This is an optimization exercise on Yosys and OpenROAD, whose aim is small area, a short achievable clock period and few clock cycles per item, not a production implementation.
The RTL was checked by simulation tests, not by an equivalence proof against the original design.

==> flow/design.v, too long to show whole: its modules and the start of the top module <==
// module fp_mul_prod: 33 lines
// module fp_mul_round: 34 lines
// module booth24: 962 lines
// module fp_add_core: 158 lines
// module mac_acc_unit: 136 lines
module mac_acc_unit (
  input               io_ina_valid,
  output              io_ina_ready,
  input      [31:0]   io_ina_payload,
  input               io_inb_valid,
  output              io_inb_ready,
  input      [31:0]   io_inb_payload,
  output              io_out_valid,
  input               io_out_ready,
  output     [31:0]   io_out_payload,
  input               io_acc_enable,
  input      [15:0]   io_par_acc_cnt,
  input               clk,
  input               reset
);
  // ...
==> flow/flow/run.sh <==
#!/bin/bash
set -euo pipefail
bash standard.sh synth > synth.log 2>&1
bash standard.sh SETUP_SLACK_MARGIN=9 finish > layout.log 2>&1
==> flow/standard.sh <==
#!/bin/bash
# synth_recipe.tcl (not shown) runs the flow's synth.tcl, then flattens the netlist and writes it again
# the make line also repeats each setting of config.mk as NAME=value (left out here)
make -C /OpenROAD-flow-scripts/flow DESIGN_CONFIG=/design/flow/config.mk WORK_HOME=/design/flow/orfs CLKGATE_MAP_FILE= SYNTH_SCRIPT=/design/flow/synth_recipe.tcl "${@:-finish}"
==> flow/config.mk <==
export PLATFORM = sky130hd
export DESIGN_NAME = mac_acc_unit
export DESIGN_NICKNAME = mac_acc_unit
export VERILOG_FILES = /design/flow/design.v
export SDC_FILE = /design/flow/constraint.sdc
export NUM_CORES = 4
export LEC_CHECK = 0
export CAP_MARGIN = 20
export CORE_MARGIN = 2
export CORE_UTILIZATION = 45
export PLACE_DENSITY = 0.6
export SETUP_SLACK_MARGIN = 5
export SLEW_MARGIN = 20
export TNS_END_PERCENT = 0
==> flow/constraint.sdc <==
create_clock -name core_clock -period 15.0 [get_ports {clk}]
set_input_delay 3.0000 -clock core_clock [delete_from_list [all_inputs] [get_ports {clk}]]
set_output_delay 3.0000 -clock core_clock [all_outputs]
set_load 0.01 [all_outputs]
==> flow_metrics.py, run 1 <==
metrics = {
    "route": {
        "drt-total-wl_um": 194000,
        "wl_per_cell_um": 27.1,
        "drtPass1Iterations": 8,
        "drtAntennaViolNets": 0,
    },
    "setup_path": {
        "path_max_fanout": 7,
        "crit_start": "s_r[12]",
        "cpPeakStageDelay_ps": 590,
        "regToRegSetupSlack_ps": 7870,
        "critPathCapture": "q_d[8]",
        "r2r_end": "q_d[8]",
        "crit_slowest_cell": "or4_4",
    },
    "logic_synthesis": {
        "ys_async_sr_fraction": 0.122,
        "synthTopCellsByCount": "475 x nand2_1, 458 x xnor2_1, 443 x inv_1",
        "synth_edf_count": 215,
    },
    "clock_network": {
        "cts_root_buf": "clkbuf_16",
        "cts_buffers": 35,
        "cts_tree": "built",
    },
    "die": {
        "die_area_sq_um": 104000,
    },
    "global_route": {
        "grt_max_degree": 65,
        "use_met1": 0.464,
        "antenna_found_initial": 2,
    },
    "run_status": {
        "status": "timing/DRC/antenna clean",
    },
    "placed_design": {
        "dp.cells": 6819,
    },
    "final_layout": {
        "regArea_sq_um": 7210,
    },
    "sta": {
        "final-setup-viol-count": 0,
    },
}
Testbench counts, summed over its fixed seeds: cycles 21,435, items 20,434.
==> module mac_acc_unit, before the edit <==
module mac_acc_unit (
  input               io_ina_valid,
  output              io_ina_ready,
  input      [31:0]   io_ina_payload,
  input               io_inb_valid,
  output              io_inb_ready,
  input      [31:0]   io_inb_payload,
  output              io_out_valid,
  input               io_out_ready,
  output     [31:0]   io_out_payload,
  input               io_acc_enable,
  input      [15:0]   io_par_acc_cnt,
  input               clk,
  input               reset
);
  reg         a_v, b_v;
  reg  [31:0] a_r, b_r;
  reg         m_v;
  reg         m_s;
  reg  [9:0]  m_e;
  reg  [25:0] m_ph;
  reg         m_pl, m_cn, m_ci, m_cz;
  reg         q_v;
  reg  [9:0]  q_d;         
  reg         q_ge, q_lt;  
  reg  [31:0] q_r;
  reg         q_z, q_i, q_n;
  reg         s_s;
  reg  [30:0] s_r;
  reg         s_z, s_i, s_n;
  reg         emp;         
  reg         js;          
  reg         acc_rdy;     
  reg         lastf;       
  reg         donef;       
  reg  [15:0] cnt;         
  reg         o_v;
  reg  [31:0] o_r;
  wire consume  = q_v & acc_rdy;
  wire q_adv    = m_v & (~q_v | acc_rdy);
  wire ab_adv   = a_v & b_v & (~m_v | ~q_v | acc_rdy);
  assign io_ina_ready = ~a_v | ab_adv;
  assign io_inb_ready = ~b_v | ab_adv;
  wire start    = ~js & io_acc_enable & ~o_v;
  wire complete = js & (donef | (consume & lastf));
  wire js_n     = (js & ~complete) | start;
  wire emp_n    = complete | (emp & ~consume);
  wire [15:0] cnt_n = complete ? 16'd0 : (cnt + {15'd0, consume});
  wire donef_n  = ~emp_n & (cnt_n == io_par_acc_cnt);
  wire lastf_n  = ((cnt_n + 16'd1) == io_par_acc_cnt);
  wire acc_rdy_n = emp_n | (js_n & ~donef_n);
  wire        p_s;
  wire [9:0]  p_e;
  wire [25:0] p_ph;
  wire        p_pl, p_cn, p_ci, p_cz;
  fp_mul_prod u_prod (
    .a(a_r), .b(b_r), .s(p_s), .esum(p_e), .ph(p_ph), .pl(p_pl),
    .cn(p_cn), .ci(p_ci), .cz(p_cz));
  wire [31:0] r_w;
  wire        r_z_w, r_i_w, r_n_w;
  wire [7:0]  r_en;
  fp_mul_round u_round (
    .s(m_s), .esum(m_e), .ph(m_ph), .pl(m_pl), .cn(m_cn), .ci(m_ci), .cz(m_cz),
    .res(r_w), .rz(r_z_w), .ri(r_i_w), .rn(r_n_w), .en(r_en));
  wire [31:0] add_w;
  wire        add_z, add_i, add_n;
  wire [9:0]  add_dn;
  wire        add_dn_ge;
  wire [9:0]  rs_d  = {2'b00, r_en} - {2'b00, s_r[30:23]};
  wire [9:0]  rs_nd = {2'b00, s_r[30:23]} - {2'b00, r_en};
  wire [9:0]  rs_abs = rs_d[9] ? rs_nd : rs_d;
  fp_add_core u_add (
    .sa(q_r[31]), .ea(q_r[30:23]), .ma({~q_z, q_r[22:0]}), .za(q_z), .ia(q_i), .na(q_n),
    .sb(s_s), .eb(s_r[30:23]), .mb({~s_z, s_r[22:0]}), .zb(s_z), .ib(s_i), .nb(s_n),
    .d(q_d), .a_ge(q_ge), .b_gt(q_lt), .en(r_en),
    .dz(rs_abs), .dz_ge(~rs_d[9]),
    .res(add_w), .rz(add_z), .ri(add_i), .rn(add_n), .dn(add_dn), .dn_ge(add_dn_ge));
  always @(posedge clk or posedge reset) begin
    if (reset) begin
      a_v <= 1'b0;
      b_v <= 1'b0;
      m_v <= 1'b0;
      q_v <= 1'b0;
      emp <= 1'b1;
      js <= 1'b0;
      acc_rdy <= 1'b1;
      lastf <= 1'b0;
      donef <= 1'b0;
      cnt <= 16'd0;
      o_v <= 1'b0;
      s_s <= 1'b0;
      s_z <= 1'b1;
      s_i <= 1'b0;
      s_n <= 1'b0;
    end else begin
      if (io_ina_ready) a_v <= io_ina_valid;
      if (io_inb_ready) b_v <= io_inb_valid;
      if (ab_adv) m_v <= 1'b1; else if (q_adv) m_v <= 1'b0;
      if (q_adv) q_v <= 1'b1; else if (consume) q_v <= 1'b0;
      emp <= emp_n;
      js <= js_n;
      acc_rdy <= acc_rdy_n;
      lastf <= lastf_n;
      donef <= donef_n;
      cnt <= cnt_n;
      if (complete) o_v <= 1'b1; else if (io_out_ready) o_v <= 1'b0;
      if (complete) begin
        s_s <= 1'b0; s_z <= 1'b1; s_i <= 1'b0; s_n <= 1'b0;
      end else if (consume) begin
        s_s <= add_w[31]; s_z <= add_z; s_i <= add_i; s_n <= add_n;
      end
    end
  end
  always @(posedge clk) begin
    if (io_ina_ready) a_r <= io_ina_payload;
    if (io_inb_ready) b_r <= io_inb_payload;
    if (ab_adv) begin
      m_s <= p_s; m_e <= p_e; m_ph <= p_ph; m_pl <= p_pl;
      m_cn <= p_cn; m_ci <= p_ci; m_cz <= p_cz;
    end
    if (q_adv) begin
      q_r <= r_w; q_z <= r_z_w; q_i <= r_i_w; q_n <= r_n_w;
    end
    if (consume) begin
      q_d <= add_dn; q_ge <= add_dn_ge; q_lt <= ~add_dn_ge;
    end else if (q_adv) begin
      q_d <= rs_abs; q_ge <= ~rs_d[9]; q_lt <= rs_d[9];
    end
    if (consume) begin
      s_r <= add_w[30:0];
    end
    if (complete) o_r <= consume ? add_w : {s_s, s_r};
  end
  assign io_out_valid = o_v;
  assign io_out_payload = o_r;
endmodule
==> run 2, diff against run 1 <==
--- a/flow/design.v
+++ b/flow/design.v
@@ -1222,20 +1222,33 @@
   reg         donef;       
   reg  [15:0] cnt;         
   reg         o_v;
+  reg         overf;       
+  reg         sv;          
+  reg  [31:0] st_r;
+  reg         st_z, st_i, st_n;
   reg  [31:0] o_r;
   wire consume  = q_v & acc_rdy;
-  wire q_adv    = m_v & (~q_v | acc_rdy);
-  wire ab_adv   = a_v & b_v & (~m_v | ~q_v | acc_rdy);
+  wire restore  = js & overf;
+  wire q_free   = ~q_v | acc_rdy;
+  wire q_adv_s  = sv & ~q_v & ~restore;               
+  wire q_adv    = m_v & ~sv & q_free & ~restore;      
+  wire ab_adv   = a_v & b_v & (~m_v | (~sv & q_free & ~restore));
+  wire spec2    = consume & ~js & ~emp;               
   assign io_ina_ready = ~a_v | ab_adv;
   assign io_inb_ready = ~b_v | ab_adv;
   wire start    = ~js & io_acc_enable & ~o_v;
-  wire complete = js & (donef | (consume & lastf));
+  wire done_j   = js & (donef | (consume & lastf));  
+  wire complete = done_j | restore;                  
   wire js_n     = (js & ~complete) | start;
   wire emp_n    = complete | (emp & ~consume);
   wire [15:0] cnt_n = complete ? 16'd0 : (cnt + {15'd0, consume});
   wire donef_n  = ~emp_n & (cnt_n == io_par_acc_cnt);
   wire lastf_n  = ((cnt_n + 16'd1) == io_par_acc_cnt);
-  wire acc_rdy_n = emp_n | (js_n & ~donef_n);
+  wire overf_n  = (cnt_n == 16'd2) & (io_par_acc_cnt == 16'd1);
+  wire o_v_n    = complete | (o_v & ~io_out_ready);
+  wire sv_n     = restore ? q_v : (sv & ~q_adv_s);
+  wire acc_rdy_n = emp_n | (js_n & ~donef_n & ~overf_n) |
+                   (~js_n & (cnt_n == 16'd1) & ~o_v_n & ~sv_n);
   wire        p_s;
   wire [9:0]  p_e;
   wire [25:0] p_ph;
@@ -1253,8 +1266,9 @@
   wire        add_z, add_i, add_n;
   wire [9:0]  add_dn;
   wire        add_dn_ge;
-  wire [9:0]  rs_d  = {2'b00, r_en} - {2'b00, s_r[30:23]};
-  wire [9:0]  rs_nd = {2'b00, s_r[30:23]} - {2'b00, r_en};
+  wire [7:0]  q_en  = sv ? st_r[30:23] : r_en;        
+  wire [9:0]  rs_d  = {2'b00, q_en} - {2'b00, s_r[30:23]};
+  wire [9:0]  rs_nd = {2'b00, s_r[30:23]} - {2'b00, q_en};
   wire [9:0]  rs_abs = rs_d[9] ? rs_nd : rs_d;
   fp_add_core u_add (
     .sa(q_r[31]), .ea(q_r[30:23]), .ma({~q_z, q_r[22:0]}), .za(q_z), .ia(q_i), .na(q_n),
@@ -1274,6 +1288,8 @@
       lastf <= 1'b0;
       donef <= 1'b0;
       cnt <= 16'd0;
+      overf <= 1'b0;
+      sv <= 1'b0;
       o_v <= 1'b0;
       s_s <= 1'b0;
       s_z <= 1'b1;
@@ -1283,14 +1299,16 @@
       if (io_ina_ready) a_v <= io_ina_valid;
       if (io_inb_ready) b_v <= io_inb_valid;
       if (ab_adv) m_v <= 1'b1; else if (q_adv) m_v <= 1'b0;
-      if (q_adv) q_v <= 1'b1; else if (consume) q_v <= 1'b0;
+      if (restore | q_adv | q_adv_s) q_v <= 1'b1; else if (consume) q_v <= 1'b0;
+      sv <= sv_n;
+      overf <= overf_n;
       emp <= emp_n;
       js <= js_n;
       acc_rdy <= acc_rdy_n;
       lastf <= lastf_n;
       donef <= donef_n;
       cnt <= cnt_n;
-      if (complete) o_v <= 1'b1; else if (io_out_ready) o_v <= 1'b0;
+      o_v <= o_v_n;
       if (complete) begin
         s_s <= 1'b0; s_z <= 1'b1; s_i <= 1'b0; s_n <= 1'b0;
       end else if (consume) begin
@@ -1305,18 +1323,23 @@
       m_s <= p_s; m_e <= p_e; m_ph <= p_ph; m_pl <= p_pl;
       m_cn <= p_cn; m_ci <= p_ci; m_cz <= p_cz;
     end
-    if (q_adv) begin
+    if (restore | q_adv_s) begin
+      q_r <= st_r; q_z <= st_z; q_i <= st_i; q_n <= st_n;
+    end else if (q_adv) begin
       q_r <= r_w; q_z <= r_z_w; q_i <= r_i_w; q_n <= r_n_w;
     end
+    if (restore | spec2) begin
+      st_r <= q_r; st_z <= q_z; st_i <= q_i; st_n <= q_n;
+    end
     if (consume) begin
       q_d <= add_dn; q_ge <= add_dn_ge; q_lt <= ~add_dn_ge;
-    end else if (q_adv) begin
+    end else if (q_adv | q_adv_s) begin
       q_d <= rs_abs; q_ge <= ~rs_d[9]; q_lt <= rs_d[9];
     end
     if (consume) begin
       s_r <= add_w[30:0];
     end
-    if (complete) o_r <= consume ? add_w : {s_s, s_r};
+    if (done_j | spec2) o_r <= (done_j & consume) ? add_w : {s_s, s_r};
   end
   assign io_out_valid = o_v;
   assign io_out_payload = o_r;
--- a/flow/config.mk
+++ b/flow/config.mk
@@ -7,8 +7,8 @@
 export LEC_CHECK = 0
 export CAP_MARGIN = 20
 export CORE_MARGIN = 2
-export CORE_UTILIZATION = 45
-export PLACE_DENSITY = 0.6
+export CORE_UTILIZATION = 55
+export PLACE_DENSITY = 0.7
 export SETUP_SLACK_MARGIN = 5
 export SLEW_MARGIN = 20
 export TNS_END_PERCENT = 0
==> run 2 against run 1 <==
Worst hold slack better by 52 ps. Wire length decreased by 3.2%. Count of clock-buffer cells in the layout is the same. Flip-flop and latch count is 37 higher. Utilization grew 7.5 points. Fmax fell by 7.5%. Critical path depth is 3 higher.
==> flow_metrics.py, run 2 <==
metrics = {
    "run_status": {
        "status": "timing/DRC/antenna clean",
    },
    "sta": {
        "post-route-period-util": 0.514,
        "final-setup-viol-count": 0,
        "worst_slew_pin_slew_ps": 1230,
        "grt_setup_unrepaired": "true",
        "setup_tns_ps": 0,
        "finalMaxSlewViolations": 0,
        "fin_crit_ps": 7710,
        "max_slew_margin": 0.170,
        "max_freq_mhz": 130,
        "hold_violations": 0,
        "fin_skew_ps": 40.1,
    },
    "global_route": {
        "grt_max_degree": 55,
        "grt_first_pass_wirelength_um": 282000,
        "grt_pass1_vias": 44682,
        "grt_usage": 0.411,
        "antenna_found_initial": 4,
        "grt-ovfl-total": 0,
    },
    "route": {
        "route.detailed.drc": 0,
        "drtIter0Drc": 6206,
        "viasPerCell": 6.74,
        "drtPass1Iterations": 7,
        "vias": 47159,
        "wl_per_cell_um": 26.9,
        "drt-total-wl_um": 188000,
        "drtAntennaViolNets": 0,
    },
    "min_path": {
        "hold-path-endpoint": "q_z",
        "holdPathStages": 2,
        "hold_start": "st_z",
        "hold_class": "flop to flop",
    },
    "clock_network": {
        "cts_root_buf": "clkbuf_16",
        "cts_max_level": 2,
        "cts_sinks": 282,
        "cts_hold_buf": 0,
        "cts_tree": "built",
        "clock_latency_ps": 620,
        "cts_buffer_depth": 3,
        "cts_buffers": 38,
        "path_clk_slew_ps": 60,
    },
    "die": {
        "rows": 108,
        "initial_utilization": 0.554,
        "die_area_sq_um": 89400,
        "fp.coreArea_sq_um": 86500,
        "die_x_um": 299,
        "pin_count": 121,
        "die_h_um": 299,
    },
    "setup_path": {
        "endpoint_kind": "flop",
        "r2r_start": "q_lt",
        "required_ps": 15380,
        "crit_top_cell": "mux2_4",
        "r2r_cells": 28,
        "worst_setup_path_start_kind": "flop",
        "r2r_end": "o_r[8]",
        "regToRegSetupSlack_ps": 7290,
        "critPathArrivalTime_ps": 8090,
        "crit_slowest_cell": "or4_4",
        "path_max_fanout": 14,
        "cpPeakStageDelay_ps": 580,
        "critPathKind": "flop to flop",
    },
    "placed_design": {
        "numPortBuffers": 120,
        "place.gp.congestion": 1.03,
        "place_hpwl_um": 139000,
        "place_area_sq_um": 50400,
    },
    "logic_synthesis": {
        "synth_edf_count": 250,
        "syn-num-nets": 6448,
        "synth-seq-area-share": 0.174,
        "ys_seq_elements": 282,
        "synthTopCellsByCount": "473 x nand2_1, 456 x xnor2_1, 440 x inv_1",
        "ys_async_sr_fraction": 0.113,
        "ys_types": 112,
        "syn_area_sq_um": 47900,
        "ys_top_cells_by_area": "edfxtp_1 16%, fa_1 11%, ha_1 8.5%",
        "netlist.area_leader.share": 0.157,
        "synth_most_common_cell": "nand2_1",
        "yosys_most_used_dff": "edfxtp_1",
        "yosysWarnings": 2,
        "synth_top_area_cell": "edfxtp_1",
        "synth_cells": 5779,
        "syn_avg_cell_area_sq_um": 8.28,
    },
    "final_layout": {
        "postLayoutCellArea_sq_um": 53500,
        "drive_above_1_share": 0.112,
        "layout_commonest_cell": "nand2_1",
        "fillCellCount": 7700,
        "final_cell_mix": "469 x nand2_1, 449 x xnor2_1, 434 x inv_1",
        "num-nets-final": 6480,
        "area_growth_syn_to_layout_pct": 11.7,
    },
    "flow_run": {
        "cap_viol_max_count": 0,
    },
}
## run 2: layout make-up
cell class | count | area (sq um) | area share
multi-input cells | 4672 | 37400 | 0.700
flip-flops and latches | 282 | 8310 | 0.155
repair buffers | 364 | 3200 | 0.0598
inverters | 452 | 1710 | 0.0321
well taps | 1155 | 1450 | 0.0270
clock buffers | 45 | 1060 | 0.0198
clock inverters | 25 | 318 | 0.00595
repair inverters | 1 | 5.00 | 0.0000936
diodes | 1 | 2.50 | 0.0000468
## run 2: how the worst max path moves through the flow
| stage | startpoint | end | slack, ps | cells after the start |
|---|---|---|---|---|
| finish | q_lt | o_r[8] | 7290 | 28 |
| global route | q_d[8] | o_r[8] | 7030 | 29 |
| global placement | q_r[0] | o_r[22] | 5540 | 29 |
| detailed placement | q_r[0] | o_r[22] | 5300 | 29 |
| CTS | q_d[8] | o_r[8] | 7560 | 28 |
| floorplan | q_lt | o_r[22] | 7920 | 32 |
## run 2: kinds of logic (layout without fill, tap and decap cells)
group | count (synthesis) | after routing | synth area share
AOI/OAI and AO/OA | 1679 | 1679 | 0.239
xor gates and xnor gates | 653 | 653 | 0.120
adders and majority gates | 588 | 588 | 0.194
buffers and inverters | 825 | 887 | 0.0661
DFF | 282 | 282 | 0.174
muxes | 228 | 228 | 0.0541
other | 0 | 1 | 0
and+or+nand+nor | 1524 | 1524 | 0.154
## run 2: what timing repair did
action                                  in CTS  in global routing
gates cloned                                 3                  1
setup buffers                              105                  2
endpoints found under the setup margin     128                136
gates resized for setup                    150                 23
pin swaps                                   39                  8
## run 2: metal layers
metal / part of all wire / up-vias / global-route usage
met5: 0.00013 / - / 0
met4: 0.071 / 4 / 0.238
met3: 0.10 / 655 / 0.0801
met2: 0.44 / 2928 / 0.639
met1: 0.39 / 22623 / 0.534
li1: - / 20949 / -
## run 2: worst max-delay path: cells and delay by family (launching register included)
family | cells | cell delay, ps
fa+ha+maj | 1 | 470
buf+inv | 3 | 650
compound gates | 9 | 2190
flops | 1 | 420
simple gates | 9 | 2170
mux | 4 | 1190
xor+xnor | 2 | 340
## run 2: metrics by stage
| step | std cells | util | setup WS (ps) | hold WS (ps) |
|---|---|---|---|---|
| final | 6997 | 0.618 | 7290 | 534 |
| after global routing | 6996 | 0.618 | 7030 | 554 |
| after CTS | 6993 | 0.616 | 7560 | 532 |
| after detailed placement | 6815 | 0.582 | 5300 | 518 |
| after global placement | 6815 | 0.582 | 5540 | 504 |
| after floorplan | 5779 | - | 7920 | 464 |
Testbench counts of run 2, summed over its fixed seeds: cycles 20,541, items 20,434.
==> run 3, diff against run 2 <==
--- a/flow/config.mk
+++ b/flow/config.mk
@@ -7,8 +7,8 @@
 export LEC_CHECK = 0
 export CAP_MARGIN = 20
 export CORE_MARGIN = 2
-export CORE_UTILIZATION = 55
-export PLACE_DENSITY = 0.7
+export CORE_UTILIZATION = 50
+export PLACE_DENSITY = 0.65
 export SETUP_SLACK_MARGIN = 5
 export SLEW_MARGIN = 20
 export TNS_END_PERCENT = 0
==> run 3 against run 2 <==
Still clean. Critical path depth is 1 higher. Design area increased by 1.2%. Worst hold slack got worse by 11 ps. Utilization decreased by 4.8 points. Via count decreased by 0.84%. Sequential share of layout area fell by 0.19 points. Register-to-register slack got worse by 96 ps. Largest cell class unchanged.
==> flow_metrics.py, run 3 <==
metrics = {
    "logic_synthesis": {
        "ys_types": 112,
        "synth_top_family_by_area": "compound AO/OA/AOI/OAI gates",
        "synthTopCellsByCount": "473 x nand2_1, 456 x xnor2_1, 440 x inv_1",
        "synthXorXnorAreaFrac": 0.120,
        "syn_area_sq_um": 47900,
        "yosys_most_used_dff": "edfxtp_1",
        "syn-num-nets": 6448,
        "synth_edf_count": 250,
        "syn_avg_cell_area_sq_um": 8.28,
        "synthAdderAreaFrac": 0.194,
        "synth.area.mux_share": 0.0541,
        "synth_top_area_cell": "edfxtp_1",
        "synth-seq-area-share": 0.174,
        "netlist.area_leader.share": 0.157,
        "ys_seq_elements": 282,
        "yosysWarnings": 2,
        "synth_cells": 5779,
        "synth_simple_gate_area_share": 0.154,
        "synth_compound_area_frac": 0.239,
        "ys_top_cells_by_area": "edfxtp_1 16%, fa_1 11%, ha_1 8.5%",
        "synth_most_common_cell": "nand2_1",
        "ys_async_sr_fraction": 0.113,
    },
    "sta": {
        "max_freq_mhz": 128,
        "fin_skew_ps": 40.1,
        "grt_setup_unrepaired": "true",
        "worst_slew_pin_slew_ps": 1330,
        "finalMaxSlewViolations": 0,
        "max_slew_margin": 0.103,
        "final-setup-viol-count": 0,
        "hold_violations": 0,
        "post-route-period-util": 0.521,
        "fin_crit_ps": 7810,
        "setup_tns_ps": 0,
    },
    "route": {
        "drtPass1Iterations": 9,
        "wl_met2_um": 82500,
        "wl_per_cell_um": 26.4,
        "drtIter0Drc": 5597,
        "highest_layer": "met5",
        "wirelength_met1_um": 74500,
        "drt-total-wl_um": 189000,
        "wl_met3_um": 18900,
        "viasPerCell": 6.55,
        "vias": 46765,
        "drtAntennaViolNets": 0,
        "route.detailed.drc": 0,
    },
    "placed_design": {
        "place_hpwl_um": 140000,
        "place.gp.congestion": 1.05,
        "dp.cells": 6927,
        "numPortBuffers": 120,
    },
    "final_layout": {
        "num-nets-final": 6525,
        "layout_commonest_cell": "nand2_1",
        "final-instance-count-excl-fill": 7144,
        "final_cell_mix": "470 x nand2_1, 449 x xnor2_1, 435 x inv_1",
        "drive_above_1_share": 0.124,
        "area_growth_syn_to_layout_pct": 13.0,
        "diodes": 0,
        "fillCellCount": 8786,
    },
    "clock_network": {
        "path_clk_slew_ps": 60,
        "cts_buffer_depth": 3,
        "cts_hold_buf": 0,
        "cts_tree": "built",
        "cts_max_level": 2,
        "cts_root_buf": "clkbuf_16",
        "clock_latency_ps": 630,
        "cts_sinks": 282,
        "cts_buffers": 35,
    },
    "die": {
        "fp.coreArea_sq_um": 95000,
        "die_x_um": 313,
        "pin_count": 121,
        "rows": 113,
        "die_area_sq_um": 98200,
        "initial_utilization": 0.504,
        "die_h_um": 313,
    },
    "global_route": {
        "grt_first_pass_wirelength_um": 280000,
        "grt_pass1_vias": 44069,
        "antenna_found_initial": 4,
        "grt_usage": 0.372,
        "grt_max_degree": 50,
        "grt-ovfl-total": 0,
    },
    "setup_path": {
        "crit_start": "q_d[7]",
        "crit_slowest_cell": "a222oi_1",
        "r2r_cells": 29,
        "cpPeakStageDelay_ps": 590,
        "critPathKind": "flop to flop",
        "regToRegSetupSlack_ps": 7190,
        "critPathArrivalTime_ps": 8200,
        "r2r_start": "q_d[7]",
        "endpoint_kind": "flop",
        "cp.buffers_inverters": 1,
        "r2r_end": "o_r[8]",
        "worst_setup_path_start_kind": "flop",
        "path_max_fanout": 7,
        "cpLargestDelayFamily": "simple AND/OR/NAND/NOR gates",
        "required_ps": 15390,
        "crit_top_cell": "or4_4",
    },
    "min_path": {
        "hold_start": "st_r[14]",
        "holdPathStages": 1,
        "hold_class": "flop to flop",
        "hold-path-endpoint": "q_r[14]",
    },
    "flow_run": {
        "cap_viol_max_count": 0,
    },
    "run_status": {
        "status": "timing/DRC/antenna clean",
    },
}
==> run 3: changes by cell type in the layout (fill, tap and decap cells not counted), sizes merged <==
cell	before	now
o21a	48	49
bufinv	6	3
clkinvlp	8	7
bufbuf	2	3
inv	451	448
diode	1	0
clkbuf	46	41
buf	241	287
clkinv	13	15
==> run 3: worst max path at each step <==
stage,to,cells after the start
2_1_floorplan,o_r[22],32
3_3_place_gp,o_r[22],30
3_5_place_dp,o_r[22],30
4_1_cts,o_r[8],28
5_1_grt,o_r[2],31
6_report,o_r[8],29
==> run 3: stage by stage <==
| stage | hold WS, ps | setup slack [ps] | util | cell area [sq um] |
|---|---|---|---|---|
| CTS | 518 | 7440 | 0.558 | 53000 |
| floorplan | 464 | 7920 | - | 48100 |
| finish | 524 | 7190 | 0.570 | 54100 |
| global placement | 500 | 5300 | 0.532 | 50500 |
| detailed placement | 508 | 5110 | 0.532 | 50500 |
| global route | 560 | 7120 | 0.570 | 54100 |
==> run 3: what timing repair did <==
item / in CTS / in global routing
resized for setup: 143 / 113
cloned: 4 / 2
pin swaps: 46 / 53
setup endpoints to repair: 137 / 136
setup buffers: 83 / 68
==> run 3: layout make-up <==
class	instances	area (sq um)	area share
Timing Repair inverter	1	7.51	0.000139
Clock inverter	20	230	0.00425
Clock buffer	40	895	0.0165
Multi-Input combinational cell	4673	37800	0.698
Sequential cell	282	8310	0.154
Inverter	452	1710	0.0316
Timing Repair Buffer	411	3600	0.0665
Tap cell	1265	1580	0.0292
==> run 3: cells by family (layout without fill, tap and decap cells) <==
kind of cell | after synthesis | in the layout
AOI/OAI and AO/OA | 1679 | 1680
xor gates and xnor gates | 653 | 653
adders and majority gates | 588 | 588
buffers and inverters | 825 | 924
DFF | 282 | 282
muxes | 228 | 228
and+or+nand+nor | 1524 | 1524
==> run 3: metal layers <==
metal,up-vias,track usage
met5,-,0
met4,4,0.220
met3,544,0.0754
met2,2656,0.573
met1,22545,0.484
li1,21016,-
==> module fp_add_core, before the edit <==
module fp_add_core (
  input               sa,
  input      [7:0]    ea,
  input      [23:0]   ma,
  input               za,
  input               ia,
  input               na,
  input               sb,
  input      [7:0]    eb,
  input      [23:0]   mb,
  input               zb,
  input               ib,
  input               nb,
  input      [9:0]    d,        
  input               a_ge,     
  input               b_gt,     
  input      [7:0]    en,       
  input      [9:0]    dz,       
  input               dz_ge,    
  output reg [31:0]   res,
  output reg          rz,
  output reg          ri,
  output reg          rn,
  output     [9:0]    dn,       
  output              dn_ge     
);
  wire        sub  = sa ^ sb;
  wire        d0   = ~|d;
  wire        d1   = (d == 10'd1);
  wire        near = sub & (d0 | d1);
  wire [7:0]  emax = b_gt ? eb : ea;
  wire        fsx = b_gt ? sb : sa;
  wire [23:0] fmx = a_ge ? ma : mb;
  wire [23:0] fmy = b_gt ? ma : mb;
  wire [26:0] yf  = {fmy, 3'b000};
  wire        dbig = |d[9:5];
  wire [26:0] ysh = dbig ? 27'd0 : (yf >> d[4:0]);
  wire [26:0] lost_mask = dbig ? 27'h7ffffff : ~(27'h7ffffff << d[4:0]);
  wire        y_st = |(yf & lost_mask);
  wire [26:0] y27 = {ysh[26:1], ysh[0] | y_st};
  wire [26:0] x27 = {fmx, 3'b000};
  wire [28:0] fs2  = {1'b0, x27, 1'b1} + {sub, y27 ^ {27{sub}}, sub};
  wire [27:0] fsum = fs2[28:1];
  wire        selA = fsum[27];
  wire        selB = ~fsum[27] & fsum[26];
  wire        selC = ~fsum[27] & ~fsum[26];
  wire        incA = fsum[3] & ((|fsum[2:0]) | fsum[4]);
  wire        incB = fsum[2] & ((|fsum[1:0]) | fsum[3]);
  wire        incC = fsum[1] & (fsum[0] | fsum[2]);
  wire [23:0] rndA = {1'b0, fsum[26:4]} + {23'd0, incA};
  wire [23:0] rndB = {1'b0, fsum[25:3]} + {23'd0, incB};
  wire [23:0] rndC = {1'b0, fsum[24:2]} + {23'd0, incC};
  wire [22:0] f_man = ({23{selA}} & rndA[22:0]) | ({23{selB}} & rndB[22:0]) | ({23{selC}} & rndC[22:0]);
  wire        fdm1 = selC & ~rndC[23];
  wire        fd0  = (selC & rndC[23]) | (selB & ~rndB[23]);
  wire        fd1  = (selB & rndB[23]) | (selA & ~rndA[23]);
  wire        fd2  = selA & rndA[23];
  wire [9:0]  em1 = {2'b00, emax} - 10'd1;
  wire [9:0]  ep1 = {2'b00, emax} + 10'd1;
  wire [9:0]  ep2 = {2'b00, emax} + 10'd2;
  wire [7:0]  f_exp = ({8{fdm1}} & em1[7:0]) | ({8{fd0}} & emax) | ({8{fd1}} & ep1[7:0]) | ({8{fd2}} & ep2[7:0]);
  wire        f_ovf = (fd1 & (emax == 8'd254)) | (fd2 & (emax >= 8'd253));
  wire        f_unf = (fdm1 & (emax == 8'd1)) | (fd0 & (emax == 8'd0));
  wire [24:0] n_ab0 = {1'b0, ma} - {1'b0, mb};           
  wire [24:0] n_ba0 = {1'b0, mb} - {1'b0, ma};
  wire [25:0] n_ab1 = {1'b0, ma, 1'b0} - {2'b00, mb};    
  wire [25:0] n_ba1 = {1'b0, mb, 1'b0} - {2'b00, ma};    
  wire        n_pick_a = d0 ? ~n_ab0[24] : a_ge;
  wire [24:0] nd  = d0 ? (n_ab0[24] ? {n_ba0[23:0], 1'b0} : {n_ab0[23:0], 1'b0})
                       : (a_ge ? n_ab1[24:0] : n_ba1[24:0]);
  wire        nsx = n_pick_a ? sa : sb;
  wire [31:0] nd32 = {nd, 7'h7f};
  wire        z16 = ~|nd32[31:16];
  wire [15:0] t16 = z16 ? nd32[15:0] : nd32[31:16];
  wire        z8  = ~|t16[15:8];
  wire [7:0]  t8  = z8 ? t16[7:0] : t16[15:8];
  wire        z4  = ~|t8[7:4];
  wire [3:0]  t4  = z4 ? t8[3:0] : t8[7:4];
  wire        z2  = ~|t4[3:2];
  wire [1:0]  t2  = z2 ? t4[1:0] : t4[3:2];
  wire        z1  = ~t2[1];
  wire [4:0]  nlz = {z16, z8, z4, z2, z1};
  wire [24:0] ns1 = z16 ? {nd[8:0], 16'd0} : nd;
  wire [24:0] ns2 = z8  ? {ns1[16:0], 8'd0} : ns1;
  wire [24:0] ns3 = z4  ? {ns2[20:0], 4'd0} : ns2;
  wire [24:0] ns4 = z2  ? {ns3[22:0], 2'd0} : ns3;
  wire [24:0] nsh = z1  ? {ns4[23:0], 1'd0} : ns4;
  wire        n_inc = nd[0] & nd[1];                  
  wire [22:0] n_m  = (nlz == 5'd0) ? (nd[23:1] + {22'd0, n_inc}) : nsh[23:1];
  wire [7:0]  e8  = emax - 8'd8;
  wire [7:0]  e16 = emax - 8'd16;
  wire [7:0]  e24 = emax - 8'd24;
  wire [7:0]  eh  = z16 ? (z8 ? e24 : e16) : (z8 ? e8 : emax);
  wire [4:0]  ehm = z16 ? (z8 ? e24[7:3] - 5'd1 : e16[7:3] - 5'd1) : (z8 ? e8[7:3] - 5'd1 : emax[7:3] - 5'd1);
  wire [3:0]  el  = {1'b0, eh[2:0]} - {1'b0, z4, z2, z1};
  wire [7:0]  n_e = {el[3] ? ehm : eh[7:3], el[2:0]};
  wire        n_zero = ~|nd;
  wire        n_unf = ~|emax[7:5] & (emax[4:0] <= nlz);    
  wire c_nan  = na | nb | (ia & ib & (sa != sb));
  wire c_spec = c_nan | ia | ib | (za & zb);
  wire k_nan  = c_nan;
  wire k_ia   = ~c_nan & ia;
  wire k_ib   = ~c_nan & ~ia & ib;
  wire k_zz   = ~c_nan & ~ia & ~ib & za & zb;
  wire k_cb   = ~c_spec & za;                  
  wire k_ca   = ~c_spec & ~za & zb;            
  wire k_near = ~c_spec & ~za & ~zb & near;
  wire k_far  = ~c_spec & ~za & ~zb & ~near;
  wire        n_ok   = ~n_zero & ~n_unf;
  wire [31:0] n_word = {nsx & ~n_zero, {8{n_ok}} & n_e, {23{n_ok}} & n_m};
  wire        f_ok   = ~f_ovf & ~f_unf;
  wire [31:0] f_word = {fsx, {8{f_ovf}} | ({8{~f_unf}} & f_exp), {23{f_ok}} & f_man};
  always @(*) begin
    res = ({32{k_nan}} & 32'h7fc00000) |
          ({32{k_ia}}  & {sa, 8'hff, 23'd0}) |
          ({32{k_ib}}  & {sb, 8'hff, 23'd0}) |
          ({32{k_zz}}  & {sa & sb, 31'd0}) |
          ({32{k_cb}}  & {sb, eb, mb[22:0]}) |
          ({32{k_ca}}  & {sa, ea, ma[22:0]}) |
          ({32{k_near}} & n_word) |
          ({32{k_far}} & f_word);
    rn = k_nan;
    ri = k_ia | k_ib | (k_far & f_ovf);
    rz = k_zz | (k_near & ~n_ok) | (k_far & f_unf);
  end
  wire [7:0] ebase = zb ? ea : emax;
  wire [9:0] t   = {2'b00, en} - {2'b00, ebase};
  wire [9:0] nt  = {2'b00, ebase} - {2'b00, en};
  wire [9:0] tm1 = t + 10'd1,  ntm1 = nt - 10'd1;      
  wire [9:0] tp1 = t - 10'd1,  ntp1 = nt + 10'd1;      
  wire [9:0] tp2 = t - 10'd2,  ntp2 = nt + 10'd2;      
  wire [9:0] am1 = tm1[9] ? ntm1 : tm1;
  wire [9:0] a0  = t[9]   ? nt   : t;
  wire [9:0] ap1 = tp1[9] ? ntp1 : tp1;
  wire [9:0] ap2 = tp2[9] ? ntp2 : tp2;
  wire [9:0] ut8   = t + 10'd8,   ut16  = t + 10'd16,  ut24  = t + 10'd24;
  wire [9:0] unt8  = nt - 10'd8,  unt16 = nt - 10'd16, unt24 = nt - 10'd24;
  wire [9:0] th   = z16 ? (z8 ? ut24 : ut16) : (z8 ? ut8 : t);
  wire [9:0] nth  = z16 ? (z8 ? unt24 : unt16) : (z8 ? unt8 : nt);
  wire [6:0] thp  = z16 ? (z8 ? ut24[9:3] + 7'd1 : ut16[9:3] + 7'd1) : (z8 ? ut8[9:3] + 7'd1 : t[9:3] + 7'd1);
  wire [6:0] nthm = z16 ? (z8 ? unt24[9:3] - 7'd1 : unt16[9:3] - 7'd1) : (z8 ? unt8[9:3] - 7'd1 : nt[9:3] - 7'd1);
  wire [3:0] tl   = {1'b0, th[2:0]} + {1'b0, z4, z2, z1};
  wire [3:0] ntl  = {1'b0, nth[2:0]} - {1'b0, z4, z2, z1};
  wire [9:0] tn   = {tl[3] ? thp : th[9:3], tl[2:0]};
  wire [9:0] ntn  = {ntl[3] ? nthm : nth[9:3], ntl[2:0]};
  wire [9:0] an   = tn[9] ? ntn : tn;
  wire       s_z  = za;
  wire       s_n  = ~za & near & ~zb;
  wire       s_f  = ~za & ~s_n;
  wire       s_m1 = s_f & ~zb & fdm1;
  wire       s_0  = s_f & (zb | fd0);
  wire       s_p1 = s_f & ~zb & fd1;
  wire       s_p2 = s_f & ~zb & fd2;
  assign dn = ({10{s_z}} & dz) | ({10{s_n}} & an) | ({10{s_m1}} & am1) | ({10{s_0}} & a0) |
              ({10{s_p1}} & ap1) | ({10{s_p2}} & ap2);
  assign dn_ge = (s_z & dz_ge) | (s_n & ~tn[9]) | (s_m1 & ~tm1[9]) | (s_0 & ~t[9]) |
                 (s_p1 & ~tp1[9]) | (s_p2 & ~tp2[9]);
endmodule
==> run 4, diff against run 3 <==
--- a/flow/design.v
+++ b/flow/design.v
@@ -1043,6 +1043,8 @@
   input      [9:0]    d,        
   input               a_ge,     
   input               b_gt,     
+  input               d0,       
+  input               d1,       
   input      [7:0]    en,       
   input      [9:0]    dz,       
   input               dz_ge,    
@@ -1051,11 +1053,11 @@
   output reg          ri,
   output reg          rn,
   output     [9:0]    dn,       
-  output              dn_ge     
+  output              dn_ge,    
+  output              dn0,      
+  output              dn1       
 );
   wire        sub  = sa ^ sb;
-  wire        d0   = ~|d;
-  wire        d1   = (d == 10'd1);
   wire        near = sub & (d0 | d1);
   wire [7:0]  emax = b_gt ? eb : ea;
   wire        fsx = b_gt ? sb : sa;
@@ -1184,6 +1186,9 @@
               ({10{s_p1}} & ap1) | ({10{s_p2}} & ap2);
   assign dn_ge = (s_z & dz_ge) | (s_n & ~tn[9]) | (s_m1 & ~tm1[9]) | (s_0 & ~t[9]) |
                  (s_p1 & ~tp1[9]) | (s_p2 & ~tp2[9]);
+  assign dn0 = (s_z & ~|dz) | (s_n & ~|tn) | (s_m1 & ~|tm1) | (s_0 & ~|t) | (s_p1 & ~|tp1) | (s_p2 & ~|tp2);
+  assign dn1 = (s_z & (dz == 10'd1)) | (s_n & (an == 10'd1)) | (s_m1 & (am1 == 10'd1)) | (s_0 & (a0 == 10'd1)) |
+               (s_p1 & (ap1 == 10'd1)) | (s_p2 & (ap2 == 10'd1));
 endmodule
 module mac_acc_unit (
   input               io_ina_valid,
@@ -1210,6 +1215,7 @@
   reg         q_v;
   reg  [9:0]  q_d;         
   reg         q_ge, q_lt;  
+  reg         q_d0, q_d1;  
   reg  [31:0] q_r;
   reg         q_z, q_i, q_n;
   reg         s_s;
@@ -1221,11 +1227,11 @@
   reg         lastf;       
   reg         donef;       
   reg  [15:0] cnt;         
-  reg         o_v;
   reg         overf;       
   reg         sv;          
   reg  [31:0] st_r;
   reg         st_z, st_i, st_n;
+  reg         o_v;
   reg  [31:0] o_r;
   wire consume  = q_v & acc_rdy;
   wire restore  = js & overf;
@@ -1265,7 +1271,7 @@
   wire [31:0] add_w;
   wire        add_z, add_i, add_n;
   wire [9:0]  add_dn;
-  wire        add_dn_ge;
+  wire        add_dn_ge, add_dn0, add_dn1;
   wire [7:0]  q_en  = sv ? st_r[30:23] : r_en;        
   wire [9:0]  rs_d  = {2'b00, q_en} - {2'b00, s_r[30:23]};
   wire [9:0]  rs_nd = {2'b00, s_r[30:23]} - {2'b00, q_en};
@@ -1273,9 +1279,9 @@
   fp_add_core u_add (
     .sa(q_r[31]), .ea(q_r[30:23]), .ma({~q_z, q_r[22:0]}), .za(q_z), .ia(q_i), .na(q_n),
     .sb(s_s), .eb(s_r[30:23]), .mb({~s_z, s_r[22:0]}), .zb(s_z), .ib(s_i), .nb(s_n),
-    .d(q_d), .a_ge(q_ge), .b_gt(q_lt), .en(r_en),
+    .d(q_d), .a_ge(q_ge), .b_gt(q_lt), .d0(q_d0), .d1(q_d1), .en(r_en),
     .dz(rs_abs), .dz_ge(~rs_d[9]),
-    .res(add_w), .rz(add_z), .ri(add_i), .rn(add_n), .dn(add_dn), .dn_ge(add_dn_ge));
+    .res(add_w), .rz(add_z), .ri(add_i), .rn(add_n), .dn(add_dn), .dn_ge(add_dn_ge), .dn0(add_dn0), .dn1(add_dn1));
   always @(posedge clk or posedge reset) begin
     if (reset) begin
       a_v <= 1'b0;
@@ -1333,8 +1339,10 @@
     end
     if (consume) begin
       q_d <= add_dn; q_ge <= add_dn_ge; q_lt <= ~add_dn_ge;
+      q_d0 <= add_dn0; q_d1 <= add_dn1;
     end else if (q_adv | q_adv_s) begin
       q_d <= rs_abs; q_ge <= ~rs_d[9]; q_lt <= rs_d[9];
+      q_d0 <= ~|rs_abs; q_d1 <= (rs_abs == 10'd1);
     end
     if (consume) begin
       s_r <= add_w[30:0];
--- a/flow/config.mk
+++ b/flow/config.mk
@@ -7,8 +7,8 @@
 export LEC_CHECK = 0
 export CAP_MARGIN = 20
 export CORE_MARGIN = 2
-export CORE_UTILIZATION = 50
-export PLACE_DENSITY = 0.65
+export CORE_UTILIZATION = 55
+export PLACE_DENSITY = 0.7
 export SETUP_SLACK_MARGIN = 5
 export SLEW_MARGIN = 20
 export TNS_END_PERCENT = 0
==> run 4 against run 3 <==
Still clean. Via count is 2.1% higher. Sequential share of layout area decreased by 0.39 points. Worst setup slack improved by 230 ps. Flip-flop and latch count increased by 2.
==> flow_metrics.py, run 4 <==
metrics = {
    "sta": {
        "post-route-period-util": 0.506,
        "max_slew_margin": 0.292,
        "final-setup-viol-count": 0,
        "grt_setup_unrepaired": "true",
        "finalMaxSlewViolations": 0,
        "max_freq_mhz": 132,
        "fin_crit_ps": 7590,
        "hold_violations": 0,
        "setup_tns_ps": 0,
        "fin_skew_ps": 23.8,
        "worst_slew_pin_slew_ps": 1060,
    },
    "logic_synthesis": {
        "syn-num-nets": 6380,
        "yosysWarnings": 2,
        "synth_top_family_by_area": "compound AO/OA/AOI/OAI gates",
        "syn_avg_cell_area_sq_um": 8.42,
        "ys_seq_elements": 284,
        "synth_compound_area_frac": 0.235,
        "ys_types": 131,
        "synthXorXnorAreaFrac": 0.121,
        "synthAdderAreaFrac": 0.195,
        "ys_top_cells_by_area": "edfxtp_1 16%, fa_1 11%, ha_1 8.6%",
        "ys_async_sr_fraction": 0.113,
        "synth-seq-area-share": 0.174,
        "synth.area.mux_share": 0.0531,
        "netlist.area_leader.share": 0.158,
        "synth_edf_count": 252,
        "synth_cells": 5706,
        "synth_top_area_cell": "edfxtp_1",
        "synth_simple_gate_area_share": 0.156,
        "syn_area_sq_um": 48000,
        "synth_most_common_cell": "xnor2_1",
        "synthTopCellsByCount": "471 x xnor2_1, 463 x nand2_1, 439 x inv_1",
        "yosys_most_used_dff": "edfxtp_1",
    },
    "global_route": {
        "grt_usage": 0.416,
        "grt_pass1_vias": 45407,
        "grt_first_pass_wirelength_um": 286000,
        "grt-ovfl-total": 0,
        "antenna_found_initial": 3,
        "grt_max_degree": 56,
    },
    "clock_network": {
        "cts_tree": "built",
        "cts_max_level": 2,
        "cts_sinks": 284,
        "cts_hold_buf": 0,
        "clock_latency_ps": 590,
        "cts_root_buf": "clkbuf_16",
        "path_clk_slew_ps": 60,
        "cts_buffers": 37,
        "cts_buffer_depth": 3,
    },
    "route": {
        "route.detailed.drc": 0,
        "wl_per_cell_um": 27.3,
        "drtAntennaViolNets": 0,
        "vias": 47733,
        "drtIter0Drc": 6690,
        "viasPerCell": 6.74,
        "drtPass1Iterations": 9,
        "drt-total-wl_um": 193000,
    },
    "placed_design": {
        "place_hpwl_um": 140000,
        "numPortBuffers": 120,
        "place.gp.congestion": 1.02,
    },
    "setup_path": {
        "r2r_start": "q_d[2]",
        "critPathCapture": "o_r[3]",
        "required_ps": 15330,
        "endpoint_kind": "flop",
        "worst_setup_path_start_kind": "flop",
        "critPathArrivalTime_ps": 7920,
        "r2r_end": "o_r[3]",
        "path_max_fanout": 24,
        "crit_start": "q_d[2]",
        "critPathKind": "flop to flop",
        "regToRegSetupSlack_ps": 7410,
        "r2r_cells": 25,
    },
    "die": {
        "initial_utilization": 0.554,
        "die_area_sq_um": 89700,
        "die_x_um": 300,
        "die_h_um": 300,
        "pin_count": 121,
        "fp.coreArea_sq_um": 86600,
        "rows": 108,
    },
    "flow_run": {
        "cap_viol_max_count": 0,
    },
    "final_layout": {
        "area_growth_syn_to_layout_pct": 16.5,
        "layout_commonest_cell": "xnor2_1",
        "final_cell_mix": "456 x xnor2_1, 450 x nand2_1, 427 x inv_1",
        "fillCellCount": 7426,
        "drive_above_1_share": 0.159,
        "num-nets-final": 6573,
    },
    "min_path": {
        "hold_class": "flop to flop",
    },
    "run_status": {
        "status": "timing/DRC/antenna clean",
    },
}
-- run 4: changes by cell type after synthesis, sizes merged, moves of 18 or more --
cell    delta
clkbuf    -35
xnor2     +18
nor2      +22
a21oi     -30
mux2      -25
a211oi    -24
buf       +22
-- run 4: cell type report --
cell class	instances	area, sq um	area share
Timing Repair Buffer	509	4630	0.0827
Multi-Input combinational cell	4607	38500	0.687
Tap cell	1155	1450	0.0258
Sequential cell	284	8380	0.150
Timing Repair inverter	3	18.8	0.000335
Inverter	457	1760	0.0314
Antenna cell	2	5.00	0.0000894
Clock inverter	17	204	0.00364
Clock buffer	51	1050	0.0188
-- run 4: worst max-delay path: stages, from the launching register on --
cell	delay, ps
edfxtp_1	450
buf_4	270
nor2_1	790
a221oi_1	340
nor4_1	460
o21ai_0	240
a211oi_2	190
o221a_2	270
ha_4	210
nand2_1	110
a2111oi_4	470
o31ai_4	140
a211oi_4	360
o21ai_4	170
xor2_4	220
and4bb_2	380
nand2_2	120
o41ai_4	310
buf_6	190
nand2_1	80
mux2i_2	240
a21oi_4	170
buf_8	210
a222oi_1	450
o31ai_1	160
mux2_2	300
-- run 4: layer usage --
layer | wire length, um | share of wire | vias to the layer above | GRT usage
met4 | 13600 | 0.070 | 2 | 0.226
met3 | 21100 | 0.11 | 766 | 0.0815
met5 | 7 | 0.000036 | - | 0
met1 | 72700 | 0.38 | 22796 | 0.535
met2 | 85900 | 0.44 | 3156 | 0.661
li1 | - | - | 21013 | -
-- run 4: repair_timing --
| item | in CTS | in global routing |
|---|---|---|
| setup buffers | 173 | 75 |
| resized for setup | 266 | 159 |
| endpoints found under the setup margin | 108 | 113 |
| pin swaps | 71 | 84 |
| gates cloned | 15 | 3 |
-- run 4: cell families after synthesis --
family | after synthesis
compound gates | 1615
xor+xnor | 655
fa+ha+maj | 595
buf+inv | 817
flops | 284
mux | 208
simple gates | 1532
-- run 4: per-stage QoR --
stage          setup slack, ps  cells  area, sq um  hold WS, ps   util
2_1_floorplan             7770   5706        48200          452      -
3_3_place_gp              5270   6747        50400          498  0.582
3_5_place_dp              5080   6747        50400          491  0.582
4_1_cts                   7630   7003        54600          527  0.630
5_1_grt                   7440   7083        55900          553  0.646
6_report                  7410   7085        56000          531  0.646
-- run 4: worst min-delay path by stage --
stage          endpoint  slack [ps]  from  cells after the start
3_3_place_gp       st_n         500   q_n                      0
5_1_grt             q_n         550  st_n                      1
4_1_cts             q_n         530  st_n                      1
3_5_place_dp       st_n         490   q_n                      0
2_1_floorplan      st_n         450   q_n                      0
6_report           st_n         530   q_n                      0
Testbench counts of run 4, summed over its fixed seeds: cycles 20,541, items 20,434.

[what the ideal ports hide]
No port has a modelled driver above. Below, the same layouts with a new extraction and two added sets of constraints.
Step 1, drivers: a clkbuf_16 drives clk and a buf_2 each remaining input, both assumed.
Step 2 adds t to the input delays and takes it off the output delays; t is the mean of the earliest and latest rising clock arrival at the registers after step 1. Input paths then give back, and output paths get back, about the clock's delay inside the block.
Three values: ideal, step 1, step 2; two values: the first two.
| run | t, ns | setup slack, ns | hold WS [ns] | worst data-port slew with drivers (ns) | cell pins on the clock port's net |
|---|---|---|---|---|---|
| run 1 | 0.664 | 7.866 / 7.866 / 7.866 | 0.483 / 0.483 / 0.483 | 0.08 | 1 |
| run 2 | 0.670 | 7.286 / 7.286 / 7.286 | 0.534 / 0.534 / 0.534 | 0.08 | 1 |
| run 3 | 0.688 | 7.189 / 7.189 / 7.189 | 0.524 / 0.524 / 0.524 | 0.10 | 1 |
| run 4 | 0.653 | 7.415 / 7.415 / 7.415 | 0.531 / 0.531 / 0.531 | 0.08 | 1 |
After both steps setup and hold are still met in every run listed.
